Context: an optimization exercise on an open-source flow, tuned for small area. The choices shown serve that exercise and are no tape-out recipe.
In this exercise RTL edits were held to simulation tests only and were not proved equivalent to the original.
Power is estimated from default activity; no workload was simulated.

===== flow/flow/run.sh =====
#!/bin/bash
# Standard layout (the standard.sh: standard synthesis and ORFS steps) with these
# options changed:
#  - CTS: clock buffers up to clkbuf_8, sink clusters of up to 16 flip-flops within 80 um,
#    and no dummy loads on the leaf nets;
#  - port buffers: sky130_fd_sc_hd__buf_1 instead of the flow's default pick;
#  - the buffers ABC inserts are removed at floorplan (REMOVE_ABC_BUFFERS);
#  - after global routing, cells on paths with slack are downsized (RECOVER_POWER).
# All of make's output goes to flow_make.log in the work folder (ORFS's per-step logs are
# under orfs/logs/).
set -euo pipefail
export CTS_ARGS="-sink_clustering_enable -repair_clock_nets -dont_use_dummy_load -sink_clustering_size 16 -sink_clustering_max_diameter 80 -buf_list {sky130_fd_sc_hd__clkbuf_1 sky130_fd_sc_hd__clkbuf_2 sky130_fd_sc_hd__clkbuf_4 sky130_fd_sc_hd__clkbuf_8}"
export BUFFER_PORTS_ARGS="-buffer_cell sky130_fd_sc_hd__buf_1"
export REMOVE_ABC_BUFFERS=1
export RECOVER_POWER=100
bash standard.sh > flow_make.log 2>&1

===== flow/standard.sh =====
#!/bin/bash
# synth_recipe.tcl (not shown) runs the flow's synth.tcl, then flattens the netlist and writes it again
# the make line also repeats each setting of config.mk as NAME=value (left out here)
make -C /OpenROAD-flow-scripts/flow DESIGN_CONFIG=/design/flow/config.mk WORK_HOME=/design/flow/orfs CLKGATE_MAP_FILE= SYNTH_SCRIPT=/design/flow/synth_recipe.tcl "${@:-finish}"

===== flow/config.mk =====
export PLATFORM = sky130hd
export DESIGN_NAME = snn_top
export DESIGN_NICKNAME = snn_top
export VERILOG_FILES = /design/flow/design.v
export SDC_FILE = /design/flow/constraint.sdc
export NUM_CORES = 4
export LEC_CHECK = 0
export CAP_MARGIN = 20
export CORE_MARGIN = 2
export CORE_UTILIZATION = 80
export PLACE_DENSITY = 0.9
export SLEW_MARGIN = 20

===== flow/constraint.sdc =====
create_clock -name core_clock -period 14.0 [get_ports {clk}]
set_input_delay 2.8000 -clock core_clock [delete_from_list [all_inputs] [get_ports {clk}]]
set_output_delay 2.8000 -clock core_clock [all_outputs]
set_load 0.01 [all_outputs]

===== flow/design.v =====
module snn_top #(
parameter ACT_PER_ADDR = 1,
parameter BW_PER_ACT = 1
)
(
    input                  clk,           
    input                  srstn,         
    input                  encode_input,  
    input                  en_compute_FC1,  
    input                  en_compute_FC2,  
    output sram_wen_a,
    output sram_wen_b,
    output [20:0] sram_addr_a,
    output [9:0] sram_addr_b,
    input [ACT_PER_ADDR*BW_PER_ACT-1:0] sram_rdata_a,
    input [ACT_PER_ADDR*BW_PER_ACT-1:0] sram_rdata_b,
    output [ACT_PER_ADDR*BW_PER_ACT-1:0] sram_wdata_a,
    output [ACT_PER_ADDR*BW_PER_ACT-1:0] sram_wdata_b,
    input [17:0]                              sram_raddr_weight,  
    input [7:0]                               sram_rdata_weight,  
    output                                    en_compute_FC1_finish,
    output                                    en_compute_FC2_finish
);
localparam NW = 99;             
reg  [5*NW-1:0] ring;           
wire [4:0] r_out1 = ring[5*98 +: 5];    
wire [4:0] r_out2 = ring[5*8 +: 5];     
wire       b5_out2 = ring[5*17];        
wire       b6_out2 = ring[5*17+1];      
wire       sp_out2 = ring[5*98+3];      
reg        done1;               
reg        done2;
reg        fc2_go;              
reg [9:0]  i;                   
reg [11:0] z;                   
reg [8:0]  b;                   
reg [3:0]  m;                   
reg        wen_b_r;
reg        d5;                  
reg        d6;                  
reg        h;                   
reg signed [17:0] acc;
localparam [9:0] P0 = 10'd0, P1 = 10'd1, P99 = 10'd761,
                 P781 = 10'd424, P782 = 10'd849, P783 = 10'd675;
wire [9:0] i_nx = {i[8:0], ~(i[9] ^ i[6])};
wire c0 = (i == P0), c1 = (i == P1), c782 = (i == P782);
wire l2     = done1;
wire active = l2 ? (fc2_go & ~done2) : en_compute_FC1;
wire last   = active & (l2 ? (i == P99) : (i == P783));
wire m0     = (m == 4'd0);
wire m9     = m[3] & m[0];
wire gate = l2 ? (m0 ? sram_rdata_a[0] : sp_out2) : encode_input;
wire signed [17:0] wg = gate ? {{10{sram_rdata_weight[7]}}, sram_rdata_weight} : 18'sd0;
wire signed [17:0] s = acc + wg;
wire spike = l2 ? (s >= 18'sd182) : (s >= 18'sd136);
wire low   = (s <= 18'sd1);
wire [6:0] nv = spike ? (l2 ? 7'd91 : 7'd68) : (low ? 7'd0 : s[7:1]);
wire t0n = ~srstn | ~active | (l2 ? (b <= 9'd9) : (z <= 12'd98));
wire [4:0] fb  = l2 ? r_out2 : r_out1;
wire       fb5 = l2 ? b5_out2 : h;
wire       fb6 = l2 ? b6_out2 : sram_rdata_a[0];
wire [6:0] pv  = {fb6, fb5, fb};
wire [6:0] init = t0n ? 7'd0 : pv;
wire load = ~srstn | ~active | last;
always @(posedge clk)
    acc <= load ? {11'd0, init} : s;
wire [4:0] r0_in  = last ? nv[4:0] : fb;
wire       r9a_in = l2 ? (last ? nv[5] : b5_out2) : ring[5*8];
wire       r9b_in = l2 ? (last ? nv[6] : b6_out2) : ring[5*8+1];
wire       r9c_in = l2 ? gate : ring[5*8+2];
wire       r89_in = l2 ? ring[5*98+2] : ring[5*88+3];
wire       t34    = (z >= 12'd3400);        
always @(posedge clk)
begin
    ring <= {ring[5*NW-6:5*89-1], r89_in, ring[5*89-3:5*8+3], r9c_in, r9b_in, r9a_in, ring[5*8-1:0], r0_in};
    if (last)
    begin
        d5 <= (l2 | t34) ? spike : nv[5];
        d6 <= nv[6];
    end
    if (c782)
        h <= sram_rdata_a[0];
end
wire [11:0] aoff = (l2 | c0) ? 12'd1 :
                   c1        ? 12'd100 :
                   c782      ? 12'd2 : 12'hF9E;      
wire [11:0] addr = z + aoff;
wire adv2 = en_compute_FC2 & ~done2 & (~fc2_go | (m0 & (i != P99)) | (m9 & (i == P99)));
always @(posedge clk)
begin
    if (!srstn)
    begin
        done1 <= 0;
        done2 <= 0;
        fc2_go <= 0;
        i <= P0;
        z <= 12'hFFF;
        b <= 1;
        m <= 0;
        wen_b_r <= 1;
    end
    else
    begin
        fc2_go <= en_compute_FC2;
        i <= (active & ~last) ? i_nx : P0;
        wen_b_r <= ~(last & l2);
        if (!l2)
        begin
            if (active && c0)
            begin
                z <= addr;
                if (z == 12'd3499)
                    done1 <= 1;
            end
        end
        else
        begin
            if (!en_compute_FC2)
                z <= 12'd0;
            else if (adv2)
                z <= addr;
            if (last)
                m <= m9 ? 4'd0 : m + 4'd1;
            if (!wen_b_r)
            begin
                b <= b + 9'd1;
                if (b == 9'd350)
                    done2 <= 1;
            end
        end
    end
end
wire wr_b5 = c0 & (z != 12'hFFF);
wire wr_b6 = c1 & (z <= 12'd3400);
wire wr_s  = last & (z >= 12'd99) & (z <= 12'd3498);
assign sram_wen_a   = ~(~done1 & (wr_b5 | wr_b6 | wr_s));
assign sram_addr_a  = {9'd0, addr};
assign sram_wdata_a = c0 ? d5 : (c1 ? d6 : (pv == 7'd68));    
assign sram_wen_b   = wen_b_r;
assign sram_addr_b  = {1'b0, b};
assign sram_wdata_b = d5;
assign en_compute_FC1_finish = done1;
assign en_compute_FC2_finish = done2;
endmodule

==> out/qor.csv, run 1 <==
metric,value,unit
nets,1146,
cp-end-kind,flip-flop,
ctsHoldBuffers,0,
grt_pass1_vias,7664,
io-pin-count,70,
ys_ff_latch,555,
htreeDepth,2,
layout_common_cells,"552 x dfxtp_1, 54 x nor2_1, 43 x nand2_1, 40 x clkbuf_8, 39 x buf_1",
worst_slew_pin_slew,1820,ps
drt-total-wl,26.6,mm
synth_edf_count,3,
final_common_cell,dfxtp_1,
core_area,17400,sq um
layout-drive-gt1-share,0.0516,
diodes,0,
crit_type,input port to flip-flop,
insertion_delay,550,ps
p_switching,537,uW
startpoint_type,input port,
p_int,1900,uW
synth_cell_types,70,
crit_fanout,11,
fmax,119,MHz
setup_violations,0,
overflow,0,
path_clk_slew,100,ps
cp.required,14270,ps
cap_violations,1,
clock_skew,23.0,ps
grt_first_pass_wirelength,41.4,mm
yosysWarningCount,1,
so.violations,"max-capacitance violations, max-slew violations",
drtPass1Iterations,5,
die_x,137,um
grt_max_degree,30,
syn_to_final_growth,5.74,%
hold_viol_final,0,
initialDrtViolationCount,565,
syn-mean-instance-area,13.9,sq um
status,failed layout checks,
multi_input_area,2820,sq um
critical_path_arrival,8650,ps
dpl-instance-area,14500,sq um
ys.flop_type,dfxtp_1,
fin_area,15000,sq um
p_comb_frac,0.055,
cts_setup_buffers,0,
switching_share,0.221,
fin_setup_tns,0,ps
cts_tree,built,
p_seq_frac,0.656,
io_buffers,40,
syn_area,14200,sq um
finalMaxSlewViolations,30,
clock-sinks,555,
start_util,0.819,
via_count,7542,
syn_inst,1021,
ff2ff_path_depth,16,
antenna_left,0,
p_per_area,162,nW/um^2
post-route-drc-count,0,
cts_made_buffers,40,
die_area,18900,sq um
clockRootBuffer,clkbuf_8,
min_path_type,flip-flop to flip-flop,
hold_depth,0,
ys_seq_area_frac,0.784,
ctsResizeCount,0,
period_needed,8380,ps
rsz0062_at_grt,no,
clockPowerShare,0.289,
nFillCells,720,
die_h,137,um
gp_congestion,0.915,
grt_util_all_layers,0.292,
antenna_found_initial,0,
p_leak,0.00601,uW
timing.final.crit_share,0.599,
peakVddDrop,0.133,mV
hpwl,16.1,mm
viasPerCell,5.76,
synthArstFlopShare,0,
slew_headroom,-0.211,
placementRows,48,
final-seq-area,11100,sq um
wire_per_inst,20.3,um
clock_path_buffers,3,
[path summary, 6_finish.rpt]
check / end / startpoint / slack (ps)
worst min-delay path: ring[405]$_DFF_P_ / ring[400]$_DFF_P_ / 320
worst min register to register: ring[405]$_DFF_P_ / ring[400]$_DFF_P_ / 320
worst max register to register: d5$_DFFE_PP_ / done1$_SDFF_PN0_ / 6440
worst max-delay path: d5$_DFFE_PP_ / sram_rdata_a[0] / 5620
[flip-flops by register name, indices dropped and copies added, names as in the netlist]
signal and count:
ring 495, acc 18, z 12, i 10, b 9, m 4, d5 1, d6 1
done1 1, done2 1, fc2_go 1, h 1, wen_b_r 1
[cell usage after synthesis, types with 12 or more instances]
cell type,number,area share
and2_1,19,0.0084
xor2_1,14,0.0086
o21ai_0,22,0.0077
nor2_1,54,0.014
o211ai_1,12,0.0063
ha_1,24,0.021
nand2_1,43,0.011
xnor2_1,18,0.011
a21oi_1,24,0.0084
inv_1,23,0.0061
nor3_1,14,0.0049
dfxtp_1,552,0.78
mux2i_1,15,0.011
nand3_1,19,0.0067
clkbuf_1,13,0.0034
[power by group through the flow]
stage                     Combinational (uW)  Clock (uW)  Sequential, uW
final                                    134         703            1600
after global routing                     147         752            1600
after floorplan                         97.9           0            1630
after CTS                                134         704            1600
after global placement                   125           0            1630
after detailed placement                 132           0            1630
[stage by stage]
stage	std cells	hold WS (ps)	util	total power, uW	setup slack (ps)
2_1_floorplan	1003	310	-	1730	7570
3_3_place_gp	1270	310	0.838	1760	6860
3_5_place_dp	1270	312	0.838	1760	6450
4_1_cts	1310	318	0.870	2430	6640
5_1_grt	1310	324	0.866	2500	5400
6_report	1310	322	0.866	2430	5620
[routing by layer]
metal	routed length, um	part of all wire	GRT usage
met5	0	0	0
met1	10800	0.41	0.352
met2	13000	0.49	0.507
met3	1630	0.061	0.0596
met4	1090	0.041	0.133
[final cells by class]
cell class / instances / area share
sequential: 555 / 0.741
multi-input combinational: 425 / 0.187
clock buffer: 40 / 0.0366
tap: 225 / 0.0187
timing repair buffer: 42 / 0.0105
inverter: 23 / 0.00574
[cell families after synthesis]
family,count (synthesis),share of synthesized area
AO/OA/AOI/OAI,125,0.0631
XOR/XNOR,33,0.0209
adder cells (fa/ha/maj),26,0.0239
buffers and inverters,50,0.0170
flip-flops,555,0.784
multiplexers,20,0.0145
other,1,0.000264
AND/OR/NAND/NOR,211,0.0767
[worst max-delay path: stages]
cell and delay [ps]:
buf_1 180, nor2b_1 100, mux2_1 500, nor2_1 500, nand2_1 170, inv_1 120, ha_1 270, a211oi_1 420
o21ai_0 220, a31oi_1 860, mux2i_1 350, xnor2_1 200, nand4_1 240, o41ai_1 1230, mux2i_1 340, a21oi_1 120
==> inputs of run 2 (changes only) <==
--- a/flow/config.mk
+++ b/flow/config.mk
@@ -7,6 +7,6 @@
 export LEC_CHECK = 0
 export CAP_MARGIN = 20
 export CORE_MARGIN = 2
-export CORE_UTILIZATION = 80
-export PLACE_DENSITY = 0.9
+export CORE_UTILIZATION = 65
+export PLACE_DENSITY = 0.8
 export SLEW_MARGIN = 20
==> out/qor.csv, run 2 <==
metric,value,unit,change
yosysMostFrequentCell,dfxtp_1,,
regMostFlops,ring,,
grt_max_degree,30,,unchanged
so.violations,"max-capacitance violations, max-slew violations",,
slew_headroom,-0.144,,+0.0671
drtPass1Iterations,5,,unchanged
antenna_found_initial,0,,unchanged
syn_inst,1021,,unchanged
fin_total_pwr,2410,uW,-1.1%
synth_edf_count,3,,unchanged
layout_common_cells,"552 x dfxtp_1, 54 x nor2_1, 43 x nand2_1, 40 x clkbuf_8, 39 x buf_1",,
final-seq-area,11100,sq um,unchanged
initialDrtViolationCount,318,,-44%
ctsResizeCount,0,,unchanged
cts_setup_buffers,0,,unchanged
setup_ws,6470,ps,+855 ps
io-pin-count,70,,unchanged
synth_top_area_cell,dfxtp_1,,
peakVddDrop,0.111,mV,-17%
hpwl,12.3,mm,-24%
ys.flop_type,dfxtp_1,,
path_clk_slew,100,ps,about the same
fmax,133,MHz,+11%
synth_cell_types,70,,unchanged
timing.final.crit_share,0.538,,-0.0610
cap_violations,1,,unchanged
syn-mean-instance-area,13.9,sq um,unchanged
hold_start,ring[315]$_DFF_P_,,
clockRootBuffer,clkbuf_8,,
die_h,152,um,+11%
multi_input_area,2810,sq um,-0.27%
p_leak,0.00600,uW,-0.10%
top_regs,"ring: 495 flops, acc: 18 flops, z: 12 flops",,
post-route-drc-count,0,,unchanged
nFillCells,1473,,+100%
antenna_left,0,,unchanged
drt-total-wl,19.9,mm,-25%
crit_fanout,11,,unchanged
utilization,0.698,,-0.168
viasPerCell,5.09,,-12%
cp-end-kind,flip-flop,,
hold_ws,306,ps,-16.3 ps
cp-startpoint,sram_rdata_a[0],,
fin_setup_tns,0,ps,unchanged
setup_violations,0,,unchanged
grt_util_all_layers,0.172,,-0.120
cts_made_buffers,40,,unchanged
cp.required,14270,ps,about the same
ys_ff_latch,555,,unchanged
clock_path_buffers,3,,unchanged
startpoint_type,input port,,
layout-drive-gt1-share,0.0507,,-0.000922
cts_tree,built,,
insertion_delay,540,ps,about the same
synth_commonest_cells,"552 x dfxtp_1, 54 x nor2_1, 43 x nand2_1, 24 x a21oi_1, 24 x ha_1",,
placementRows,54,,+13%
dp_slack,6690,ps,+243 ps
synthArstFlopShare,0,,unchanged
syn_area,14200,sq um,unchanged
rsz0062_at_grt,no,,
wire_per_inst,14.6,um,-28%
die_area,23100,sq um,+22%
period_needed,7530,ps,-855 ps
r2r_start,done1$_SDFF_PN0_,,
hold_viol_final,0,,unchanged
p_per_area,159,nW/um^2,-1.5%
status,failed layout checks,,
nets,1146,,unchanged
grt_pass1_vias,6701,,-13%
via_count,6944,,-7.9%
yosysWarningCount,1,,unchanged
core_area,21600,sq um,+25%
die_x,152,um,+11%
clock-sinks,555,,unchanged
synth.top_cell.area_share,0.777,,unchanged
largest_register_ffs,495,,unchanged
ctsHoldBuffers,0,,unchanged
ys_seq_area_frac,0.784,,unchanged
gp_congestion,0.895,,-2.2%
crit_type,input port to flip-flop,,
final_common_cell,dfxtp_1,,
io_buffers,40,,unchanged
diodes,0,,unchanged
synth_area_leaders,"dfxtp_1 78%, ha_1 2.1%, nor2_1 1.4%",,
min_path_type,flip-flop to flip-flop,,
start_util,0.658,,-0.162
grt_first_pass_wirelength,32.8,mm,-21%
syn_to_final_growth,6.17,%,
worst_slew_pin_slew,1720,ps,-101 ps
critical_path_arrival,7800,ps,-850 ps
overflow,0,,unchanged
finalMaxSlewViolations,30,,unchanged
htreeDepth,2,,unchanged
clock_skew,33.2,ps,+10.2 ps
run 2: final cells by class:
| type | count | area share |
|---|---|---|
| tap | 280 | 0.0232 |
| timing repair buffer | 42 | 0.0104 |
| clock buffer | 40 | 0.0365 |
| sequential | 555 | 0.738 |
| inverter | 23 | 0.00572 |
| multi-input combinational | 425 | 0.186 |
run 2: cell families after synthesis:
family | Yosys count | share of synthesized area
simple gates | 211 | 0.0767
fa+ha+maj | 26 | 0.0239
mux | 20 | 0.0145
flops | 555 | 0.784
compound gates | 125 | 0.0631
buf+inv | 50 | 0.0170
xor+xnor | 33 | 0.0209
other cells | 1 | 0.000264
run 2: final timing paths:
kind                            end  slack (ps)  cells past startpoint
setup / recovery       d5$_DFFE_PP_        6470                     17
hold / removal    ring[320]$_DFF_P_         310                      0
setup reg to reg       d5$_DFFE_PP_        7310                     16
hold reg to reg   ring[320]$_DFF_P_         310                      0
run 2: power breakdown:
group | leakage, uW | switching (uW) | total, uW | internal [uW]
combinational | 0.00122 | 77.2 | 127 | 50.2
clock | 0.000288 | 426 | 684 | 258
sequential | 0.00449 | 9.39 | 1600 | 1590
total | 0.00600 | 513 | 2410 | 1890
run 2: through the flow:
stage | cells | cell area, sq um
global placement | 1325 | 14600
global route | 1365 | 15100
CTS | 1365 | 15200
detailed placement | 1325 | 14600
finish | 1365 | 15100
floorplan | 1003 | 14100
run 2: worst max-delay path, stage by stage:
cell	delay (ps)
buf_1	170
nor2b_1	80
mux2_1	480
nor2_1	380
and2_0	200
ha_1	190
inv_1	70
fa_1	390
and2b_1	250
o31ai_1	100
a21oi_1	540
mux2i_1	220
o32ai_1	400
o211ai_1	200
o41ai_1	970
mux2i_1	270
a21oi_1	80
run 2: layer usage:
layer,vias to the layer above,routed length [um],track usage
met5,-,0,0
met4,0,625,0.0712
met3,46,987,0.0348
met2,193,8130,0.245
met1,3185,10100,0.260
li1,3520,-,-
==> inputs of run 3 (changes only) <==
--- a/flow/design.v
+++ b/flow/design.v
@@ -74,10 +74,11 @@
 begin
     ring <= {ring[5*NW-6:5*89-1], r89_in, ring[5*89-3:5*8+3], r9c_in, r9b_in, r9a_in, ring[5*8-1:0], r0_in};
     if (last)
-    begin
         d5 <= (l2 | t34) ? spike : nv[5];
+    if (!srstn)
+        d6 <= 0;                
+    else if (last)
         d6 <= nv[6];
-    end
     if (c782)
         h <= sram_rdata_a[0];
 end
==> flow/flow/run.sh (replaced) <==
#!/bin/bash
# Standard layout (the standard.sh: standard synthesis and ORFS steps) with these
# options changed:
#  - CTS: clock buffers up to clkbuf_8, sink clusters of up to 16 flip-flops within 80 um,
#    and no dummy loads on the leaf nets;
#  - port buffers: sky130_fd_sc_hd__buf_1 instead of the flow's default pick;
#  - the buffers ABC inserts are removed at floorplan (REMOVE_ABC_BUFFERS); placement's
#    repair_design then buffers whatever still needs it.
# All of make's output goes to flow_make.log in the work folder (ORFS's per-step logs are
# under orfs/logs/).
set -euo pipefail
export CTS_ARGS="-sink_clustering_enable -repair_clock_nets -dont_use_dummy_load -sink_clustering_size 16 -sink_clustering_max_diameter 80 -buf_list {sky130_fd_sc_hd__clkbuf_1 sky130_fd_sc_hd__clkbuf_2 sky130_fd_sc_hd__clkbuf_4 sky130_fd_sc_hd__clkbuf_8}"
export BUFFER_PORTS_ARGS="-buffer_cell sky130_fd_sc_hd__buf_1"
export REMOVE_ABC_BUFFERS=1
bash standard.sh > flow_make.log 2>&1
==> out/qor.csv, run 3 <==
metric,value,unit,change
yosysMostFrequentCell,dfxtp_1,,
setup_ws,6570,ps,+96.7 ps
regMostFlops,ring,,
clockPowerShare,0.284,,about the same
synth_cell_types,70,,unchanged
fin_total_pwr,2400,uW,-0.20%
path_clk_slew,100,ps,about the same
hold_viol_final,0,,unchanged
min_path_type,flip-flop to flip-flop,,
peakVddDrop,0.113,mV,+2.6%
p_seq_frac,0.664,,about the same
met1_usage,0.263,,+0.00339
die_h,152,um,+0.39%
cts_made_buffers,40,,unchanged
crit_fanout,6,,-5
fmax,135,MHz,+1.3%
io-pin-count,70,,unchanged
use_met2,0.264,,+0.0193
p_comb_frac,0.052,,about the same
nets,1168,,+1.9%
viasPerCell,5.18,,+1.9%
clock_path_buffers,3,,unchanged
largest_register_ffs,495,,unchanged
hpwl,13.1,mm,+6.2%
critical_path_arrival,4630,ps,-3170 ps
ctsResizeCount,0,,unchanged
clock-sinks,555,,unchanged
busiest_layer,met2,,
clockRootBuffer,clkbuf_8,,
cap_violations,0,,-1
initialDrtViolationCount,443,,+39%
synth_top_area_cell,dfxtp_1,,
syn_inst,1045,,+2.4%
crit_type,flip-flop to primary output,,
synth_commonest_cells,"553 x dfxtp_1, 50 x nand2_1, 45 x nor2_1, 30 x and2_1, 27 x o21ai_0",,
setup_violations,0,,unchanged
htreeDepth,2,,unchanged
synth.top_cell.area_share,0.773,,-0.00478
cts_tree,built,,
clock_skew,27.5,ps,-5.73 ps
p_int,1890,uW,about the same
top_regs,"ring: 495 flops, acc: 18 flops, z: 12 flops",,
layout_common_cells,"553 x dfxtp_1, 50 x nand2_1, 45 x nor2_1, 40 x clkbuf_8, 40 x buf_1",,
start_util,0.659,,+0.00115
layout-drive-gt1-share,0.0524,,+0.00170
ys_ff_latch,555,,unchanged
ys.flop_type,dfxtp_1,,
nFillCells,1474,,+0.068%
timing.final.crit_share,0.531,,-0.00691
worst_slew_pin_slew,1030,ps,-683 ps
p_per_area,157,nW/um^2,-1.4%
syn-mean-instance-area,13.7,sq um,-1.5%
cp.required,11200,ps,-3070 ps
fin_area,15300,sq um,+1.2%
period_needed,7430,ps,-96.7 ps
grt_pass1_vias,7028,,+4.9%
core_area,21800,sq um,+0.63%
drt-total-wl,20.6,mm,+3.6%
final_common_cell,dfxtp_1,,
yosysWarningCount,1,,unchanged
status,"complete, no violations",,
overflow,0,,unchanged
syn_area,14300,sq um,+0.80%
fin_setup_tns,0,ps,unchanged
synth_area_leaders,"dfxtp_1 77%, ha_1 2.1%, xnor2_1 1.6%",,
grt_util_all_layers,0.177,,+0.00515
wire_per_inst,14.8,um,+1.9%
placementRows,54,,unchanged
slew_headroom,0.306,,+0.450
synthArstFlopShare,0,,unchanged
syn_to_final_growth,6.61,%,
die_area,23300,sq um,+0.78%
multi_input_area,2970,sq um,+5.8%
gp_congestion,0.902,,+0.83%
cts_setup_buffers,0,,unchanged
cp-end-kind,primary output,,
post-route-drc-count,0,,unchanged
antenna_left,0,,unchanged
finalMaxSlewViolations,0,,-100%
synth_edf_count,2,,-1
startpoint_type,flip-flop,,
dp_slack,6780,ps,+84.6 ps
ys_seq_area_frac,0.777,,-0.00693
via_count,7188,,+3.5%
final-seq-area,11100,sq um,about the same
met3_usage,0.0338,,-0.000952
grt_max_degree,33,,+10%
dpl-instance-area,14700,sq um,+0.80%
ctsHoldBuffers,0,,unchanged
io_buffers,40,,unchanged
rsz0062_at_grt,no,,
switching_share,0.212,,-0.00112
die_x,152,um,+0.39%
antenna_found_initial,0,,unchanged
drtPass1Iterations,5,,unchanged
p_leak,0.00608,uW,+1.3%
grt_first_pass_wirelength,34.1,mm,+3.9%
diodes,0,,unchanged
p_switching,509,uW,-0.73%
insertion_delay,530,ps,about the same
## run 3: cell types whose count changed in the layout (fill, tap and decap cells not counted), sizes merged, moves of 6 or more
cell   delta
and2     +11
nor2     -10
nand2     +8
xor2      -8
or4       +7
xnor2     +7
nand4     +6
## run 3: routing by layer
layer / part of all wire / vias to the layer above
li1: - / 3596
met5: 0 / -
met1: 0.50 / 3368
met3: 0.050 / 46
met2: 0.43 / 178
met4: 0.024 / 0
## run 3: kinds of logic after synthesis
kind of cell	after synthesis	share of synthesized area
flops	555	0.777
other cells	1	0.000262
mux	15	0.0107
simple gates	228	0.0855
compound gates	132	0.0651
fa+ha+maj	26	0.0237
buf+inv	56	0.0183
xor+xnor	32	0.0196
## run 3: final cells by class
cell class	instances	share of cell area
Sequential cell	555	0.729
Timing Repair Buffer	43	0.0113
Inverter	26	0.00672
Multi-Input combinational cell	443	0.194
Clock buffer	40	0.0360
Tap cell	280	0.0229
## run 3: power groups by stage
| stage | logic [uW] | clock network [uW] | registers [uW] |
|---|---|---|---|
| after floorplan | 92.3 | 0 | 1630 |
| after global placement | 119 | 0 | 1630 |
| after detailed placement | 122 | 0 | 1630 |
| after CTS | 123 | 707 | 1590 |
| after global routing | 137 | 759 | 1600 |
| final | 124 | 682 | 1600 |
## run 3: path summary, 6_finish.rpt
| path | cells past startpoint | end | slack (ps) | start |
|---|---|---|---|---|
| max | 13 | sram_addr_a[11] | 6570 | i[1]$_SDFF_PN0_ |
| min | 0 | ring[307]$_DFF_P_ | 310 | ring[302]$_DFF_P_ |
| max reg2reg | 15 | d5$_DFFE_PP_ | 8800 | done1$_SDFF_PN0_ |
| min reg2reg | 0 | ring[307]$_DFF_P_ | 310 | ring[302]$_DFF_P_ |
## run 3: per-stage QoR
stage | util | hold WS (ps) | instances
after floorplan | - | 310 | 1024
after global placement | 0.677 | 310 | 1347
after detailed placement | 0.677 | 312 | 1347
after CTS | 0.702 | 301 | 1387
after global routing | 0.702 | 307 | 1387
final | 0.702 | 308 | 1387
## run 3: critical path: stages, from the launching register on
cell and delay, ps:
dfxtp_1 350, or3_1 410, nor4_1 700, nor2_1 180, ha_1 320, a21o_1 160, a21oi_1 240, o21bai_1 120
a211oi_1 360, o31ai_1 170, o41ai_1 490, xor2_1 260, xnor2_1 170, buf_1 180
==> inputs of run 4 (changes only) <==
--- a/flow/config.mk
+++ b/flow/config.mk
@@ -7,6 +7,6 @@
 export LEC_CHECK = 0
 export CAP_MARGIN = 20
 export CORE_MARGIN = 2
-export CORE_UTILIZATION = 65
-export PLACE_DENSITY = 0.8
+export CORE_UTILIZATION = 80
+export PLACE_DENSITY = 0.9
 export SLEW_MARGIN = 20
==> out/qor.csv, run 4 <==
metric,value,unit,change
clockRootBuffer,clkbuf_8,,
die_h,138,um,-9.6%
setup_violations,0,,unchanged
cap_violations,0,,unchanged
drtPass1Iterations,6,,+1
rsz0062_at_grt,no,,
post-route-drc-count,0,,unchanged
clock-sinks,555,,unchanged
grt_max_degree,33,,unchanged
min_path_type,flip-flop to flip-flop,,
syn_inst,1045,,unchanged
synth_top_area_cell,dfxtp_1,,
insertion_delay,540,ps,about the same
worst_slew_pin_slew,1200,ps,+162 ps
wl_met1,10.9,mm,+5.6%
antenna_left,0,,unchanged
cp-end-kind,primary output,,
largest_register_ffs,495,,unchanged
placementRows,48,,-11%
ff2ff_path_depth,16,,+1
yosysWarningCount,1,,unchanged
crit_fanout,6,,unchanged
syn_area,14300,sq um,unchanged
hold_depth,0,,unchanged
peakVddDrop,0.164,mV,+45%
ys_ff_latch,555,,unchanged
routed.top_layer,met4,,
multi_input_area,2980,sq um,+0.17%
grt_util_all_layers,0.297,,+0.119
cts_setup_buffers,0,,unchanged
cts_tree,built,,
top_regs,"ring: 495 flops, acc: 18 flops, z: 12 flops",,
cp.required,11200,ps,about the same
status,"complete, no violations",,
clock_skew,26.4,ps,-1.04 ps
nets,1168,,unchanged
drt-total-wl,27.4,mm,+33%
synthArstFlopShare,0,,unchanged
crit_type,flip-flop to primary output,,
syn-mean-instance-area,13.7,sq um,unchanged
final-seq-area,11100,sq um,unchanged
io_buffers,40,,unchanged
fin_setup_tns,0,ps,unchanged
synth_area_leaders,"dfxtp_1 77%, ha_1 2.1%, xnor2_1 1.6%",,
wl_met2,13.5,mm,+53%
ctsHoldBuffers,0,,unchanged
path_clk_slew,100,ps,about the same
hold_viol_final,0,,unchanged
yosysMostFrequentCell,dfxtp_1,,
post-place-cells,1292,,-4.1%
slew_headroom,0.196,,-0.110
viasPerCell,5.90,,+14%
clock_path_buffers,3,,unchanged
htreeDepth,2,,unchanged
hold_ws,322,ps,+14.5 ps
synth_edf_count,2,,unchanged
finalNonFillerCells,1333,,-3.9%
setup_ws,6150,ps,-417 ps
die_area,19000,sq um,-18%
dp_slack,6600,ps,-177 ps
ctsResizeCount,0,,unchanged
ys_seq_area_frac,0.777,,unchanged
nFillCells,668,,-55%
final_common_cell,dfxtp_1,,
layout_common_cells,"553 x dfxtp_1, 50 x nand2_1, 45 x nor2_1, 40 x clkbuf_8, 40 x buf_1",,
synth.top_cell.area_share,0.773,,unchanged
overflow,0,,unchanged
wire_per_inst,20.6,um,+39%
layout-drive-gt1-share,0.0533,,+0.000903
synth_cell_types,70,,unchanged
ys.flop_type,dfxtp_1,,
syn_to_final_growth,6.18,%,
antenna_found_initial,1,,+1
start_util,0.823,,+0.164
initialDrtViolationCount,723,,+63%
period_needed,7850,ps,+417 ps
utilization,0.874,,+0.171
fmax,127,MHz,-5.3%
synth_commonest_cells,"553 x dfxtp_1, 50 x nand2_1, 45 x nor2_1, 30 x and2_1, 27 x o21ai_0",,
p_leak,0.00608,uW,about the same
die_x,138,um,-9.6%
timing.final.crit_share,0.561,,+0.0298
grt_first_pass_wirelength,42.2,mm,+24%
critical_path_arrival,5050,ps,+420 ps
gp_congestion,0.904,,+0.19%
startpoint_type,flip-flop,,
io-pin-count,70,,unchanged
via_count,7868,,+9.5%
finalMaxSlewViolations,0,,unchanged
p_per_area,160,nW/um^2,+1.6%
cts_made_buffers,40,,unchanged
routed-wl-met3,1.74,mm,+68%
regMostFlops,ring,,
grt_pass1_vias,7979,,+14%
core_area,17400,sq um,-20%
hpwl,17.3,mm,+33%
-- run 4: cell counts after synthesis --
No cell type changed its count.
-- run 4: cells by family after synthesis --
family | count (synthesis) | share of synthesized area
and+or+nand+nor | 228 | 0.0855
AOI/OAI and AO/OA | 132 | 0.0651
adders and majority gates | 26 | 0.0237
muxes | 15 | 0.0107
other | 1 | 0.000262
buffers and inverters | 56 | 0.0183
xor gates and xnor gates | 32 | 0.0196
DFF | 555 | 0.777
-- run 4: through the flow --
step                total power (uW)  cell area (sq um)
finish                          2430              15200
global route                    2490              15200
CTS                             2430              15200
detailed placement              1760              14700
global placement                1750              14700
floorplan                       1720              14200
-- run 4: area by class of cell --
class / instances / share of cell area
antenna: 1 / 0.000164
clock buffer: 40 / 0.0362
inverter: 26 / 0.00674
multi-input combinational: 443 / 0.196
sequential: 555 / 0.732
tap: 225 / 0.0185
timing repair buffer: 43 / 0.0113
-- run 4: power by group --
group	switching (uW)	internal, uW	total (uW)
clock network	436	258	694
registers	11.5	1590	1600
logic	89.4	50.3	140
total	537	1890	2430
-- run 4: per-layer routing --
metal,track usage,up-vias
met3,0.0552,131
li1,-,3594
met2,0.522,455
met4,0.138,0
met5,0,-
met1,0.354,3688
-- run 4: path summary, 6_finish.rpt --
check / startpoint / to / slack (ps)
setup / recovery: i[1]$_SDFF_PN0_ / sram_addr_a[11] / 6150
hold / removal: ring[252]$_DFF_P_ / ring[257]$_DFF_P_ / 320
setup reg to reg: done1$_SDFF_PN0_ / d5$_DFFE_PP_ / 8280
hold reg to reg: ring[252]$_DFF_P_ / ring[257]$_DFF_P_ / 320
-- run 4: critical path, cell delays in order, from the launching register on --
cell and delay, ps:
dfxtp_1 370, or3_1 440, nor4_1 920, nor2_1 200
ha_1 350, a21o_1 160, a21oi_1 260, o21bai_1 150
a211oi_1 410, o31ai_1 170, o41ai_1 460, xor2_1 280
xnor2_1 150, buf_1 190
==> inputs of run 5 (changes only) <==
==> flow/flow/run.sh (replaced) <==
#!/bin/bash
# The standard layout (standard.sh: ORFS synthesis and steps) with these changes:
#  - synthesis: synth_recipe.tcl as given, plus flow/abc_override.tcl, which maps the
#    combinational logic with ABC's default (area) script instead of ORFS's speed script;
#    yosys synth still runs with -nofsm -noshare, and flattening and renaming are the standard flow's;
#  - CTS: clock buffers up to clkbuf_8, sink clusters of up to 16 flip-flops within 80 um,
#    and no dummy loads on the leaf nets;
#  - port buffers: sky130_fd_sc_hd__buf_1 instead of the flow's default pick;
#  - the buffers synthesis inserts are removed at floorplan (REMOVE_ABC_BUFFERS); placement's
#    repair_design then buffers whatever still needs it.
# All of make's output goes to flow_make.log in the work folder (ORFS's per-step logs are
# under orfs/logs/).
set -euo pipefail
{ head -n 1 synth_recipe.tcl; cat flow/abc_override.tcl; tail -n +2 synth_recipe.tcl; } > my_synth.tcl
sed "s#SYNTH_SCRIPT=[^ ]*synth_recipe.tcl'\?#SYNTH_SCRIPT=$PWD/my_synth.tcl#" standard.sh > my_standard.sh
grep -q "SYNTH_SCRIPT=$PWD/my_synth.tcl" my_standard.sh
export CTS_ARGS="-sink_clustering_enable -repair_clock_nets -dont_use_dummy_load -sink_clustering_size 16 -sink_clustering_max_diameter 80 -buf_list {sky130_fd_sc_hd__clkbuf_1 sky130_fd_sc_hd__clkbuf_2 sky130_fd_sc_hd__clkbuf_4 sky130_fd_sc_hd__clkbuf_8}"
export BUFFER_PORTS_ARGS="-buffer_cell sky130_fd_sc_hd__buf_1"
export REMOVE_ABC_BUFFERS=1
bash my_standard.sh > flow_make.log 2>&1
==> flow/flow/abc_override.tcl (new file) <==
# Map the combinational logic with ABC's default script for a liberty library (area
# oriented, no delay target) in place of ORFS's speed script. Only the abc call changes:
# flip-flop mapping, register names, flattening and renaming stay as in the standard flow's synthesis.
proc abc {args} {
  set out {}
  set skip 0
  foreach a $args {
    if {$skip} { set skip 0; continue }
    if {$a eq "-script" || $a eq "-D" || $a eq "-constr"} { set skip 1; continue }
    lappend out $a
  }
  yosys abc {*}$out
}
==> out/qor.csv, run 5 <==
metric,value,unit,change
die_x,136,um,-1.7%
synth_top_family_by_area,simple AND/OR/NAND/NOR gates,,
synth_fa_ha_area_frac,0.0246,,+0.000848
yosysWarningCount,1,,unchanged
status,stopped before the end,,
syn_area,13800,sq um,-3.4%
ys_seq_area_frac,0.804,,+0.0277
die_h,136,um,-1.7%
ys_ff_latch,555,,unchanged
io-pin-count,70,,unchanged
synthArstFlopShare,0,,unchanged
synth.top_cell.area_share,0.800,,+0.0276
synth-simple-area-share,0.0793,,-0.00617
placementRows,48,,unchanged
synth-compound-area-share,0.0507,,-0.0144
synth_edf_count,2,,unchanged
gp_congestion,0.880,,-2.6%
synth_mux_area_frac,0.00696,,-0.00378
start_util,0.808,,-0.0144
lastStage,detailed placement (3_5_place_dp),,
error_line,[ERROR DPL-0033] detailed placement checks failed during check placement.,,
syn-mean-instance-area,13.8,sq um,+0.69%
ys.flop_type,dfxtp_1,,
io_buffers,40,,unchanged
synth-xor-area-share,0.0209,,+0.00133
hpwl,15.8,mm,-8.7%
synth_area_leaders,"dfxtp_1 80%, ha_1 2.2%, nand2_1 1.8%",,
synth_commonest_cells,"553 x dfxtp_1, 66 x nand2_1, 54 x nor2_1, 45 x a21oi_1, 29 x nand3_1",,
syn_inst,1002,,-4.1%
synth_top_area_cell,dfxtp_1,,
yosysMostFrequentCell,dfxtp_1,,
synth_cell_types,51,,-27%
==> run 5: logic make-up after synthesis <==
group,Yosys count
xor+xnor,33
other cells,1
flops,555
mux,9
simple gates,226
buf+inv,37
fa+ha+maj,26
compound gates,115
==> run 5: power groups by stage <==
| stage | Combinational, uW | Clock, uW | Sequential, uW |
|---|---|---|---|
| after floorplan | 90.2 | 0 | 1630 |
| after global placement | 117 | 0 | 1630 |
==> run 5: stage by stage <==
step                    setup WS, ps  instances  total power (uW)
after floorplan                 6980       1001              1720
after global placement          5970       1271              1750
==> run 5: how the worst min path moves through the flow <==
stage / depth (start not counted) / end / slack [ps]
2_1_floorplan: 0 / ring[100]$_DFF_P_ / 310
3_3_place_gp: 0 / ring[6]$_DFF_P_ / 310
==> inputs of run 6 (changes only) <==
--- a/flow/config.mk
+++ b/flow/config.mk
@@ -7,6 +7,6 @@
 export LEC_CHECK = 0
 export CAP_MARGIN = 20
 export CORE_MARGIN = 2
-export CORE_UTILIZATION = 80
-export PLACE_DENSITY = 0.9
+export CORE_UTILIZATION = 65
+export PLACE_DENSITY = 0.8
 export SLEW_MARGIN = 20
==> out/qor.csv, run 6 <==
metric,value,unit,change
status,"complete, no violations",,
io-pin-count,70,,unchanged
placementRows,53,,+10%
diodes,0,,
fin_area,14900,sq um,
synth_top_area_cell,dfxtp_1,,
io_buffers,40,,unchanged
layout_common_cells,"553 x dfxtp_1, 66 x nand2_1, 54 x nor2_1, 45 x a21oi_1",,
ys_ff_latch,555,,unchanged
dpl-instance-area,14300,sq um,
worst_slew_pin_slew,1050,ps,
clockRootBuffer,clkbuf_8,,
synth.top_cell.area_share,0.800,,unchanged
yosysMostFrequentCell,dfxtp_1,,
synth_commonest_cells,"553 x dfxtp_1, 66 x nand2_1, 54 x nor2_1, 45 x a21oi_1, 29 x nand3_1",,
path_clk_slew,100,ps,
synth_cell_types,51,,unchanged
synthArstFlopShare,0,,unchanged
clock-sinks,555,,
fmax,130,MHz,
wire_per_inst,13.7,um,
ys_seq_area_frac,0.804,,unchanged
nets,1147,,
clock_skew,47.9,ps,
cts_setup_buffers,0,,
crit_fanout,8,,
top_regs,"ring: 495 flops, acc: 18 flops, z: 12 flops",,
die_h,150,um,+11%
initialDrtViolationCount,288,,
dp_slack,5800,ps,
htreeDepth,2,,
viasPerCell,4.91,,
insertion_delay,570,ps,
fin_setup_tns,0,ps,
grt_first_pass_wirelength,30.5,mm,
antenna_left,0,,
die_x,150,um,+11%
cap_violations,0,,
p_leak,0.00594,uW,
post-place-cells,1320,,
grt_max_degree,35,,
crit_type,input port to flip-flop,,
largest_register_ffs,495,,
finalMaxSlewViolations,0,,
setup_ws,6310,ps,
ctsResizeCount,0,,
cp.required,14400,ps,
layout-drive-gt1-share,0.0414,,
grt_util_all_layers,0.170,,
setup_violations,0,,
critical_path_arrival,8090,ps,
slew_headroom,0.302,,
ys.flop_type,dfxtp_1,,
hpwl,11.5,mm,-27%
synth_edf_count,2,,unchanged
die_area,22500,sq um,
syn_inst,1002,,unchanged
timing.final.crit_share,0.549,,
core_area,21000,sq um,
cp-end-kind,flip-flop,,
cts_made_buffers,40,,
via_count,6686,,
finalNonFillerCells,1361,,
rsz0062_at_grt,no,,
start_util,0.660,,-0.148
regMostFlops,ring,,
drt-total-wl,18.6,mm,
gp_congestion,0.903,,+2.6%
post-route-drc-count,0,,
syn_area,13800,sq um,unchanged
period_needed,7690,ps,
peakVddDrop,0.0785,mV,
grt_pass1_vias,6442,,
min_path_type,flip-flop to flip-flop,,
yosysWarningCount,1,,unchanged
ctsHoldBuffers,0,,
p_per_area,161,nW/um^2,
hold_viol_final,0,,
clock_path_buffers,3,,
syn-mean-instance-area,13.8,sq um,unchanged
overflow,0,,
antenna_found_initial,0,,
final_common_cell,dfxtp_1,,
synth_area_leaders,"dfxtp_1 80%, ha_1 2.2%, nand2_1 1.8%",,
syn_to_final_growth,7.51,%,
startpoint_type,input port,,
cts_tree,built,,
drtPass1Iterations,5,,
[run 6: stage by stage]
step                      power, uW  hold slack (ps)  utilization
after global routing           2500              296        0.710
after global placement         1750              310        0.683
final                          2400              285        0.710
after detailed placement       1750              312        0.683
after floorplan                1720              310            -
after CTS                      2430              289        0.710
[run 6: area by class of cell]
type	count	area (sq um)
multi-input cells	419	2560
well taps	275	344
fillers	1458	6080
inverters	27	101
clock buffers	40	551
flip-flops and latches	555	11100
repair buffers	45	185
[run 6: path summary, 6_finish.rpt]
check / cells after the start / end / startpoint / slack [ps]
max: 23 / d5$_DFFE_PP_ / sram_rdata_a[0] / 6310
min: 0 / ring[487]$_DFF_P_ / ring[482]$_DFF_P_ / 290
max reg2reg: 25 / d5$_DFFE_PP_ / m[0]$_SDFFE_PN0P_ / 7600
min reg2reg: 0 / ring[487]$_DFF_P_ / ring[482]$_DFF_P_ / 290
[run 6: metal layers]
metal | part of all wire | global-route usage
met3 | 0.049 | 0.0448
met2 | 0.42 | 0.254
met1 | 0.50 | 0.241
met5 | 0 | 0
met4 | 0.025 | 0.0637
[run 6: worst max-delay path: stages]
cell       delay, ps
buf_1            180
mux2i_1          160
a21oi_1          400
and2_0           240
ha_1             190
clkinv_1          80
fa_1             390
nor2b_1          120
o21ai_0          120
a21boi_0         310
o21a_1           170
o21ai_0          110
a2111oi_0        650
o211ai_1         190
a31oi_1          230
a21oi_1          130
xor2_1           190
a211oi_1         200
nand4b_1         190
o21ai_0          350
a21oi_1          220
or3_1            350
a21oi_1          120
[run 6: kinds of logic after synthesis]
group | synth area share
compound gates | 0.0507
simple gates | 0.0793
buf+inv | 0.0128
other cells | 0.000271
xor+xnor | 0.0209
flops | 0.804
fa+ha+maj | 0.0246
mux | 0.00696
[run 6: power by group]
| group | internal (uW) | switching [uW] |
|---|---|---|
| combinational | 46.8 | 72.7 |
| sequential | 1590 | 9.71 |
| clock | 258 | 429 |
==> inputs of run 7 (changes only) <==
--- a/flow/flow/run.sh
+++ b/flow/flow/run.sh
@@ -1,7 +1,8 @@
 #!/bin/bash
 # The standard layout (standard.sh: ORFS synthesis and steps) with these changes:
 #  - synthesis: synth_recipe.tcl as given, plus flow/abc_override.tcl, which maps the
-#    combinational logic with ABC's default (area) script instead of ORFS's speed script;
+#    combinational logic with the area-oriented ABC script flow/area.abc (amap) instead of
+#    ORFS's speed script;
 #    yosys synth still runs with -nofsm -noshare, and flattening and renaming are the standard flow's;
 #  - CTS: clock buffers up to clkbuf_8, sink clusters of up to 16 flip-flops within 80 um,
 #    and no dummy loads on the leaf nets;
@@ -17,4 +18,5 @@
 export CTS_ARGS="-sink_clustering_enable -repair_clock_nets -dont_use_dummy_load -sink_clustering_size 16 -sink_clustering_max_diameter 80 -buf_list {sky130_fd_sc_hd__clkbuf_1 sky130_fd_sc_hd__clkbuf_2 sky130_fd_sc_hd__clkbuf_4 sky130_fd_sc_hd__clkbuf_8}"
 export BUFFER_PORTS_ARGS="-buffer_cell sky130_fd_sc_hd__buf_1"
 export REMOVE_ABC_BUFFERS=1
+export MY_AREA_ABC="$PWD/flow/area.abc"
 bash my_standard.sh > flow_make.log 2>&1
==> flow/flow/abc_override.tcl (replaced) <==
# Map the combinational logic with an area-oriented ABC script (flow/area.abc) in place
# of ORFS's speed script. Only the abc call changes: flip-flop mapping, register names,
# flattening and renaming stay as in the standard flow's synthesis.
proc abc {args} {
  set out {}
  set skip 0
  foreach a $args {
    if {$skip} { set skip 0; continue }
    if {$a eq "-script" || $a eq "-D" || $a eq "-constr"} { set skip 1; continue }
    lappend out $a
  }
  yosys abc {*}$out -script $::env(MY_AREA_ABC)
}
==> flow/flow/area.abc (new file) <==
strash; ifraig; scorr; dc2; strash; dc2; strash; dch -f; amap; topo
==> out/qor.csv, run 7 <==
metric,value,unit,change
setup_ws,6370,ps,+62.7 ps
ys_seq_area_frac,0.814,,+0.00964
final_common_cell,dfxtp_1,,
layout_common_cells,"553 x dfxtp_1, 75 x nor2_1, 71 x clkinv_1, 58 x nand2_1, 41 x o21ai_0",,
synth_area_leaders,"dfxtp_1 81%, ha_1 2.2%, nor2_1 2.1%",,
crit_fanout,8,,unchanged
nFillCells,1407,,-3.5%
ctsHoldBuffers,0,,unchanged
overflow,0,,unchanged
cts_setup_buffers,0,,unchanged
syn_to_final_growth,7.68,%,
antenna_found_initial,2,,+2
ff2ff_setup_slack,7950,ps,+350 ps
clock_path_buffers,3,,unchanged
synth.top_cell.area_share,0.810,,+0.00959
via_count,6784,,+1.5%
insertion_delay,560,ps,about the same
switching_share,0.211,,-0.00222
largest_register_ffs,495,,unchanged
htreeDepth,2,,unchanged
wire_per_inst,13.5,um,-1.4%
syn_area,13700,sq um,-1.2%
clock_skew,38.3,ps,-9.59 ps
min_path_type,flip-flop to flip-flop,,
critical_path_arrival,8040,ps,-50 ps
grt_max_degree,31,,-11%
antenna_left,0,,unchanged
initialDrtViolationCount,363,,+26%
die_area,22200,sq um,-1.2%
p_leak,0.00579,uW,-2.6%
fin_area,14700,sq um,-1.0%
hold_start,ring[385]$_DFF_P_,,
post-route-drc-count,0,,unchanged
p_switching,503,uW,-1.7%
synth_commonest_cells,"553 x dfxtp_1, 75 x nor2_1, 71 x clkinv_1, 58 x nand2_1, 42 x o21ai_0",,
cp.required,14410,ps,about the same
syn-mean-instance-area,13.5,sq um,-2.3%
dp_slack,5700,ps,-92.7 ps
setup_violations,0,,unchanged
crit_type,input port to flip-flop,,
dpl-instance-area,14200,sq um,-1.1%
peakVddDrop,0.131,mV,+66%
viasPerCell,4.94,,+0.58%
synth_top_area_cell,dfxtp_1,,
io-pin-count,70,,unchanged
cts_tree,built,,
cpPeakStageDelay,390,ps,-260 ps
p_comb_frac,0.043,,-0.007
hpwl,11.5,mm,-0.11%
slew_headroom,0.368,,+0.0664
hold_end,ring[390]$_DFF_P_,,
rsz0062_at_grt,no,,
grt_util_all_layers,0.173,,+0.00218
fmax,131,MHz,+0.82%
hold_viol_final,0,,unchanged
nets,1158,,+0.96%
cap_violations,0,,unchanged
status,"complete, no violations",,
p_seq_frac,0.669,,+0.005
finalMaxSlewViolations,0,,unchanged
ys.flop_type,dfxtp_1,,
ys_ff_latch,555,,unchanged
regMostFlops,ring,,
syn_inst,1013,,+1.1%
die_h,149,um,-0.58%
ctsResizeCount,0,,unchanged
grt_first_pass_wirelength,30.5,mm,+0.18%
hold_depth,0,,unchanged
slowest_stage,fa_1,,
cp-end-kind,flip-flop,,
core_area,20800,sq um,-0.63%
timing.final.crit_share,0.545,,-0.00448
synth_cell_types,45,,-12%
clockRootBuffer,clkbuf_8,,
gp_congestion,0.865,,-4.2%
synthArstFlopShare,0,,unchanged
start_util,0.657,,-0.00367
clock-sinks,555,,unchanged
p_int,1880,uW,-0.38%
rr_endpoint,d5$_DFFE_PP_,,
hold_ws,301,ps,+15.5 ps
r2r_start,m[0]$_SDFFE_PN0P_,,
yosysWarningCount,1,,unchanged
fin_setup_tns,0,ps,unchanged
top_regs,"ring: 495 flops, acc: 18 flops, z: 12 flops",,
die_x,149,um,-0.58%
path_clk_slew,100,ps,about the same
yosysMostFrequentCell,dfxtp_1,,
period_needed,7630,ps,-62.7 ps
clockPowerShare,0.288,,+0.002
drtPass1Iterations,7,,+2
grt_pass1_vias,6377,,-1.0%
worst_slew_pin_slew,940,ps,-107 ps
ff2ff_path_depth,35,,+40%
p_per_area,162,nW/um^2,+0.37%
layout-drive-gt1-share,0.0419,,+0.000496
cpMostUsedCell,nand2_1,,
drt-total-wl,18.5,mm,-0.50%
io_buffers,40,,unchanged
startpoint_type,input port,,
cts_made_buffers,40,,unchanged
synth_edf_count,2,,unchanged
placementRows,53,,unchanged
==> run 7: cell count changes after synthesis, moves of 17 or more <==
| cell | change |
|---|---|
| xnor2_1 | -18 |
| nor2_1 | +21 |
| o21ai_0 | +17 |
| nand3_1 | -24 |
| clkinv_1 | +44 |
==> run 7: stage by stage <==
step	util	power, uW	std cells
after floorplan	-	1710	1012
after global placement	0.680	1730	1332
after detailed placement	0.680	1740	1332
after CTS	0.707	2410	1372
after global routing	0.707	2490	1373
final	0.707	2390	1373
==> run 7: layout make-up <==
class | count | area [sq um] | area share
antenna | 1 | 2.50 | 0.000170
clock buffer | 40 | 551 | 0.0374
inverter | 71 | 267 | 0.0181
multi-input combinational | 386 | 2240 | 0.152
sequential | 555 | 11100 | 0.756
tap | 275 | 344 | 0.0234
timing repair buffer | 45 | 188 | 0.0127
==> run 7: worst max-delay path by stage <==
stage | from | endpoint | slack (ps) | cells past startpoint
4_1_cts | sram_rdata_a[0] | d5$_DFFE_PP_ | 6260 | 33
3_5_place_dp | sram_rdata_a[0] | d5$_DFFE_PP_ | 5700 | 33
5_1_grt | sram_rdata_a[0] | ring[46]$_DFF_P_ | 5680 | 33
3_3_place_gp | sram_rdata_a[0] | d5$_DFFE_PP_ | 5740 | 33
2_1_floorplan | sram_rdata_a[0] | d5$_DFFE_PP_ | 6680 | 31
6_report | sram_rdata_a[0] | d5$_DFFE_PP_ | 6370 | 33
==> run 7: worst max-delay path: cells and delay by family <==
family                     cells  cell delay [ps]
AOI/OAI and AO/OA             12             2180
xor gates and xnor gates       1              190
adders and majority gates      2              610
buffers and inverters          4              400
and+or+nand+nor               14             1860
==> run 7: cell families (layout without fill, tap and decap cells) <==
kind of cell / after synthesis / after routing / synth area share
DFF: 555 / 555 / 0.814
adders and majority gates: 26 / 26 / 0.0249
xor gates and xnor gates: 1 / 1 / 0.000641
other: 1 / 11 / 0.000274
AOI/OAI and AO/OA: 150 / 150 / 0.0700
and+or+nand+nor: 199 / 199 / 0.0651
buffers and inverters: 81 / 156 / 0.0250
==> run 7: metal layers <==
layer  routed length (um)  track usage  vias to the layer above
met5                    0            0                        -
met4                  518       0.0667                        0
met3                  854       0.0401                       47
met2                 7830        0.255                      138
met1                 9330        0.250                     3099
li1                     -            -                     3500
==> run 7: power by group through the flow <==
stage,clock network (uW),logic [uW],registers (uW)
floorplan,0,76.0,1630
global placement,0,99.4,1630
detailed placement,0,102,1630
CTS,712,102,1600
global route,770,117,1600
finish,686,103,1600
==> inputs of run 8 (changes only) <==
--- a/flow/flow/run.sh
+++ b/flow/flow/run.sh
@@ -2,7 +2,8 @@
 # The standard layout (standard.sh: ORFS synthesis and steps) with these changes:
 #  - synthesis: synth_recipe.tcl as given, plus flow/abc_override.tcl, which maps the
 #    combinational logic with the area-oriented ABC script flow/area.abc (amap) instead of
-#    ORFS's speed script;
+#    ORFS's speed script; the adders are left to ABC too (ADDER_MAP_FILE empty: no
+#    extract_fa / half- and full-adder cell mapping before ABC);
 #    yosys synth still runs with -nofsm -noshare, and flattening and renaming are the standard flow's;
 #  - CTS: clock buffers up to clkbuf_8, sink clusters of up to 16 flip-flops within 80 um,
 #    and no dummy loads on the leaf nets;
@@ -19,4 +20,5 @@
 export BUFFER_PORTS_ARGS="-buffer_cell sky130_fd_sc_hd__buf_1"
 export REMOVE_ABC_BUFFERS=1
 export MY_AREA_ABC="$PWD/flow/area.abc"
+export ADDER_MAP_FILE=
 bash my_standard.sh > flow_make.log 2>&1
==> out/qor.csv, run 8 <==
metric,value,unit,change
status,"complete, no violations",,
placementRows,52,,-1.9%
crit_type,input port to primary output,,
insertion_delay,560,ps,about the same
nets,1134,,-2.1%
p_leak,0.00559,uW,-3.4%
critical_path_arrival,5370,ps,-2670 ps
ys_ff_latch,555,,unchanged
synth_area_leaders,"dfxtp_1 82%, nor2_1 2.5%, clkinv_1 2.2%",,
clock-sinks,555,,unchanged
hold_end,ring[32]$_DFF_P_,,
synth_top_area_cell,dfxtp_1,,
grt_first_pass_wirelength,31.9,mm,+4.4%
hpwl,12.1,mm,+5.3%
clock_path_buffers,3,,unchanged
synthArstFlopShare,0,,unchanged
crit_fanout,9,,+1
slew_headroom,0.355,,-0.0134
layout_common_cells,"553 x dfxtp_1, 89 x nor2_1, 80 x clkinv_1, 58 x nand2_1, 51 x o21ai_0",,
fin_setup_tns,0,ps,unchanged
io_buffers,40,,unchanged
finalMaxSlewViolations,0,,unchanged
p_per_area,164,nW/um^2,+0.96%
syn_area,13500,sq um,-1.6%
synth_edf_count,2,,unchanged
syn-mean-instance-area,13.3,sq um,-1.8%
cp.required,11200,ps,-3210 ps
grt_max_degree,30,,-3.2%
die_x,148,um,-0.76%
r2r_start,m[0]$_SDFFE_PN0P_,,
cts_setup_buffers,0,,unchanged
peakVddDrop,0.0829,mV,-36%
timing.final.crit_share,0.584,,+0.0391
synth_commonest_cells,"553 x dfxtp_1, 89 x nor2_1, 80 x clkinv_1, 58 x nand2_1, 52 x o21ai_0",,
rr_endpoint,ring[46]$_DFF_P_,,
diodes,0,,-1
final-seq-area,11100,sq um,unchanged
ff2ff_path_depth,36,,+2.9%
die_h,148,um,-0.76%
top_regs,"ring: 495 flops, acc: 18 flops, z: 12 flops",,
synth_cell_types,43,,-4.4%
die_area,21900,sq um,-1.5%
cp-end-kind,primary output,,
initialDrtViolationCount,421,,+16%
hold_start,ring[27]$_DFF_P_,,
largest_register_ffs,495,,unchanged
hold_depth,0,,unchanged
core_area,20300,sq um,-2.5%
rsz0062_at_grt,no,,
drtPass1Iterations,5,,-2
hold_viol_final,0,,unchanged
cap_violations,0,,unchanged
antenna_left,0,,unchanged
dpl-instance-area,13900,sq um,-1.6%
syn_to_final_growth,7.69,%,about the same
ctsHoldBuffers,0,,unchanged
gp_congestion,0.857,,-0.90%
ys.flop_type,dfxtp_1,,
cts_made_buffers,40,,unchanged
yosysWarningCount,1,,unchanged
start_util,0.663,,+0.00638
via_count,6794,,+0.15%
min_path_type,flip-flop to flip-flop,,
io-pin-count,70,,unchanged
clock_skew,42.7,ps,+4.38 ps
startpoint_type,input port,,
post-route-drc-count,0,,unchanged
viasPerCell,4.96,,+0.44%
worst_slew_pin_slew,968,ps,+27.3 ps
grt_pass1_vias,6682,,+4.8%
antenna_found_initial,0,,-2
post-place-cells,1329,,-0.23%
ys_seq_area_frac,0.827,,+0.0129
setup_ws,5830,ps,-547 ps
path_clk_slew,90,ps,about the same
synth.top_cell.area_share,0.823,,+0.0129
fmax,122,MHz,-6.7%
final_common_cell,dfxtp_1,,
drt-total-wl,18.9,mm,+2.0%
multi_input_area,1990,sq um,-11%
layout-drive-gt1-share,0.0409,,-0.000986
yosysMostFrequentCell,dfxtp_1,,
period_needed,8170,ps,+547 ps
regMostFlops,ring,,
overflow,0,,unchanged
htreeDepth,2,,unchanged
wire_per_inst,13.8,um,+2.3%
ff2ff_setup_slack,7560,ps,-390 ps
setup_violations,0,,unchanged
dp_slack,5230,ps,-477 ps
syn_inst,1015,,+0.20%
clockRootBuffer,clkbuf_8,,
ctsResizeCount,0,,unchanged
cts_tree,built,,
grt_util_all_layers,0.181,,+0.00866
nFillCells,1341,,-4.7%
finalNonFillerCells,1369,,-0.29%
fin_area,14500,sq um,-1.6%
==> run 8: cell count changes after synthesis, moves of 5 or more <==
| cell | delta |
|---|---|
| ha_1 | -24 |
| nor2_1 | +14 |
| a21oi_1 | -12 |
| o22ai_1 | +12 |
| o21ai_0 | +10 |
| clkinv_1 | +9 |
| o32ai_1 | -6 |
| a21boi_0 | +5 |
| nor4_1 | -5 |
==> run 8: layout make-up <==
type	instances	area share
Timing Repair Buffer	45	0.0130
Inverter	80	0.0207
Clock buffer	40	0.0380
Tap cell	270	0.0233
Sequential cell	555	0.768
Multi-Input combinational cell	379	0.137
==> run 8: power by group <==
group	switching (uW)	internal [uW]	total, uW
combinational	67.1	30.3	97.4
sequential	5.71	1590	1590
clock	425	258	683
==> run 8: critical path: stages <==
cell	delay (ps)
buf_1	90
a21boi_0	150
o21bai_1	260
nor2_1	330
clkinv_1	220
o41ai_1	220
clkinv_1	510
o311ai_0	530
nand2_1	110
buf_1	150
==> run 8: through the flow <==
stage	total power, uW	util	hold slack, ps
global placement	1720	0.687	310
floorplan	1700	-	310
CTS	2390	0.714	283
finish	2370	0.714	292
global route	2470	0.714	288
detailed placement	1720	0.687	312
==> run 8: worst max path at each step <==
stage	from	end	slack, ps	cells after the start
global placement	encode_input	ring[46]$_DFF_P_	5540	31
finish	en_compute_FC1	sram_wen_a	5830	10
CTS	encode_input	ring[46]$_DFF_P_	5810	31
floorplan	sram_rdata_a[0]	ring[46]$_DFF_P_	6640	37
global route	sram_rdata_a[0]	ring[46]$_DFF_P_	5130	34
detailed placement	encode_input	ring[46]$_DFF_P_	5230	31
==> run 8: layer usage <==
metal,GRT usage,wire [um]
met2,0.283,8310
met5,0,0
met4,0.0643,435
met1,0.258,9170
met3,0.0340,989
==> run 8: cell families (layout without fill, tap and decap cells) <==
kind of cell           count (synthesis)  after routing  share of synthesized area
buffers and inverters                 90            165                     0.0279
AO/OA/AOI/OAI                        164            164                     0.0787
AND/OR/NAND/NOR                      204            204                     0.0654
flip-flops                           555            555                      0.827
other                                  1             10                   0.000279
XOR/XNOR                               1              1                   0.000651
==> inputs of run 9 (changes only) <==
--- a/flow/flow/run.sh
+++ b/flow/flow/run.sh
@@ -5,7 +5,7 @@
 #    ORFS's speed script; the adders are left to ABC too (ADDER_MAP_FILE empty: no
 #    extract_fa / half- and full-adder cell mapping before ABC);
 #    yosys synth still runs with -nofsm -noshare, and flattening and renaming are the standard flow's;
-#  - CTS: clock buffers up to clkbuf_8, sink clusters of up to 16 flip-flops within 80 um,
+#  - CTS: clock buffers up to clkbuf_8, sink clusters of up to 20 flip-flops within 50 um,
 #    and no dummy loads on the leaf nets;
 #  - port buffers: sky130_fd_sc_hd__buf_1 instead of the flow's default pick;
 #  - the buffers synthesis inserts are removed at floorplan (REMOVE_ABC_BUFFERS); placement's
@@ -16,7 +16,7 @@
 { head -n 1 synth_recipe.tcl; cat flow/abc_override.tcl; tail -n +2 synth_recipe.tcl; } > my_synth.tcl
 sed "s#SYNTH_SCRIPT=[^ ]*synth_recipe.tcl'\?#SYNTH_SCRIPT=$PWD/my_synth.tcl#" standard.sh > my_standard.sh
 grep -q "SYNTH_SCRIPT=$PWD/my_synth.tcl" my_standard.sh
-export CTS_ARGS="-sink_clustering_enable -repair_clock_nets -dont_use_dummy_load -sink_clustering_size 16 -sink_clustering_max_diameter 80 -buf_list {sky130_fd_sc_hd__clkbuf_1 sky130_fd_sc_hd__clkbuf_2 sky130_fd_sc_hd__clkbuf_4 sky130_fd_sc_hd__clkbuf_8}"
+export CTS_ARGS="-sink_clustering_enable -repair_clock_nets -dont_use_dummy_load -sink_clustering_size 20 -sink_clustering_max_diameter 50 -buf_list {sky130_fd_sc_hd__clkbuf_1 sky130_fd_sc_hd__clkbuf_2 sky130_fd_sc_hd__clkbuf_4 sky130_fd_sc_hd__clkbuf_8}"
 export BUFFER_PORTS_ARGS="-buffer_cell sky130_fd_sc_hd__buf_1"
 export REMOVE_ABC_BUFFERS=1
 export MY_AREA_ABC="$PWD/flow/area.abc"
==> out/qor.csv, run 9 <==
metric,value,unit,change
status,"complete, no violations",,
cts_setup_buffers,0,,unchanged
grt_util_all_layers,0.184,,+0.00303
insertion_delay,560,ps,about the same
drtPass1Iterations,5,,unchanged
die_area,21900,sq um,unchanged
period_needed,8420,ps,+251 ps
ys_ff_latch,555,,unchanged
syn_to_final_growth,7.28,%,
nets,1130,,-0.35%
synth_mux_area_frac,0,,unchanged
setup_violations,0,,unchanged
synth_area_leaders,"dfxtp_1 82%, nor2_1 2.5%, clkinv_1 2.2%",,
cp-end-kind,flip-flop,,
largest_register_ffs,495,,unchanged
post-route-drc-count,0,,unchanged
fin_setup_tns,0,ps,unchanged
ff2ff_path_depth,36,,unchanged
wire_per_inst,14.3,um,+3.5%
synth_fa_ha_area_frac,0,,unchanged
io-pin-count,70,,unchanged
cpPeakStageDelay,880,ps,+350 ps
cp.required,14450,ps,+3250 ps
syn_inst,1015,,unchanged
synth_cell_types,43,,unchanged
rr_endpoint,ring[46]$_DFF_P_,,
diodes,0,,unchanged
clock-sinks,555,,unchanged
finalMaxSlewViolations,0,,unchanged
synth-simple-area-share,0.0654,,unchanged
via_count,6826,,+0.47%
synth-compound-area-share,0.0787,,unchanged
ys.flop_type,dfxtp_1,,
nFillCells,1346,,+0.37%
antenna_found_initial,0,,unchanged
utilization,0.711,,-0.00271
ff2ff_setup_slack,7290,ps,-270 ps
dpl-instance-area,13900,sq um,unchanged
min_path_type,flip-flop to flip-flop,,
synth_top_area_cell,dfxtp_1,,
htreeDepth,2,,unchanged
rsz0062_at_grt,no,,
synth_edf_count,2,,unchanged
die_x,148,um,unchanged
yosysMostFrequentCell,dfxtp_1,,
critical_path_arrival,8870,ps,+3500 ps
cts_made_buffers,36,,-10%
grt_max_degree,30,,unchanged
start_util,0.663,,unchanged
cap_violations,0,,unchanged
ys_seq_area_frac,0.827,,unchanged
gp_congestion,0.857,,unchanged
fmax,119,MHz,-3.0%
fin_area,14400,sq um,-0.38%
slew_headroom,0.235,,-0.120
hold_ws,277,ps,-15.5 ps
p_per_area,162,nW/um^2,-0.72%
top_regs,"ring: 495 flops, acc: 18 flops, z: 12 flops",,
worstSetupEndpoint,ring[46]$_DFF_P_,,
grt_first_pass_wirelength,32.4,mm,+1.7%
ctsResizeCount,0,,unchanged
crit_fanout,8,,-1
hpwl,12.1,mm,unchanged
layout_common_cells,"553 x dfxtp_1, 89 x nor2_1, 80 x clkinv_1, 58 x nand2_1, 52 x o21ai_0",,
hold_viol_final,0,,unchanged
initialDrtViolationCount,401,,-4.8%
io_buffers,40,,unchanged
syn_area,13500,sq um,unchanged
drt-total-wl,19.5,mm,+3.2%
crit_type,input port to flip-flop,,
syn-mean-instance-area,13.3,sq um,unchanged
run 9: cell counts after synthesis:
Identical to the previous run, type by type.
run 9: layout make-up:
class,instances,area (sq um),share of cell area
flip-flops and latches,555,11100,0.771
well taps,270,338,0.0234
multi-input cells,379,1990,0.138
repair buffers,45,188,0.0130
inverters,80,300,0.0208
clock buffers,36,495,0.0343
run 9: worst min-delay path by stage:
| stage | slack (ps) | start | endpoint | cells past startpoint |
|---|---|---|---|---|
| 6_report | 280 | ring[11]$_DFF_P_ | ring[16]$_DFF_P_ | 0 |
| 2_1_floorplan | 310 | ring[95]$_DFF_P_ | ring[100]$_DFF_P_ | 0 |
| 3_3_place_gp | 310 | ring[6]$_DFF_P_ | ring[11]$_DFF_P_ | 0 |
| 3_5_place_dp | 310 | ring[5]$_DFF_P_ | ring[10]$_DFF_P_ | 0 |
| 5_1_grt | 280 | ring[11]$_DFF_P_ | ring[16]$_DFF_P_ | 0 |
| 4_1_cts | 280 | ring[61]$_DFF_P_ | ring[66]$_DFF_P_ | 0 |
run 9: cell families (layout without fill, tap and decap cells):
kind of cell,count (synthesis),count (layout)
other,1,10
and+or+nand+nor,204,204
DFF,555,555
xor gates and xnor gates,1,1
buffers and inverters,90,161
AOI/OAI and AO/OA,164,164
run 9: report_power, final:
part	internal (uW)	switching [uW]
Combinational	30.3	67.8
Clock	233	422
Sequential	1590	5.77
Total	1850	496
run 9: worst max-delay path, delay by kind of cell:
family                 cells  cell delay [ps]
AOI/OAI and AO/OA         14             3620
buffers and inverters      2              200
and+or+nand+nor           15             2260
run 9: per-stage QoR:
step,instances,setup slack [ps]
2_1_floorplan,1014,6640
3_3_place_gp,1329,5540
3_5_place_dp,1329,5230
4_1_cts,1365,5690
5_1_grt,1365,4800
6_report,1365,5580
run 9: per-layer routing:
layer,track usage,part of all wire,vias up
li1,-,-,3475
met1,0.261,0.48,3141
met2,0.292,0.45,171
met3,0.0380,0.049,39
met4,0.0529,0.019,0
met5,0,0,-

[afterwards: timing with drivers on the ports]
The flow's constraints put no driver on any port. The routed layouts listed below were extracted and timed again, unchanged, in two steps. Step 1, drivers: a clkbuf_16 drives clk and a buf_2 each remaining input, both assumed. Step 2 times the ports against the registers' clock, not the clock port: input delays grow and output delays shrink by t, the midpoint of the rising clock arrivals with the driver on. a / b / c = no drivers / after step 1 / after step 2; a / b = the first two.
run	shift t [ns]	slack for setup (ns)
run 1	0.577	5.617 / 5.593 / 5.016
run 2	0.569	6.471 / 6.488 / 5.919
run 3	0.561	6.568 / 6.528 / 6.691
run 4	0.565	6.151 / 6.113 / 6.108
run 6	0.583	6.311 / 6.299 / 5.747
run 7	0.585	6.373 / 6.391 / 5.806
run 8	0.570	5.827 / 5.791 / 5.442
run 9	0.565	5.575 / 5.593 / 5.028
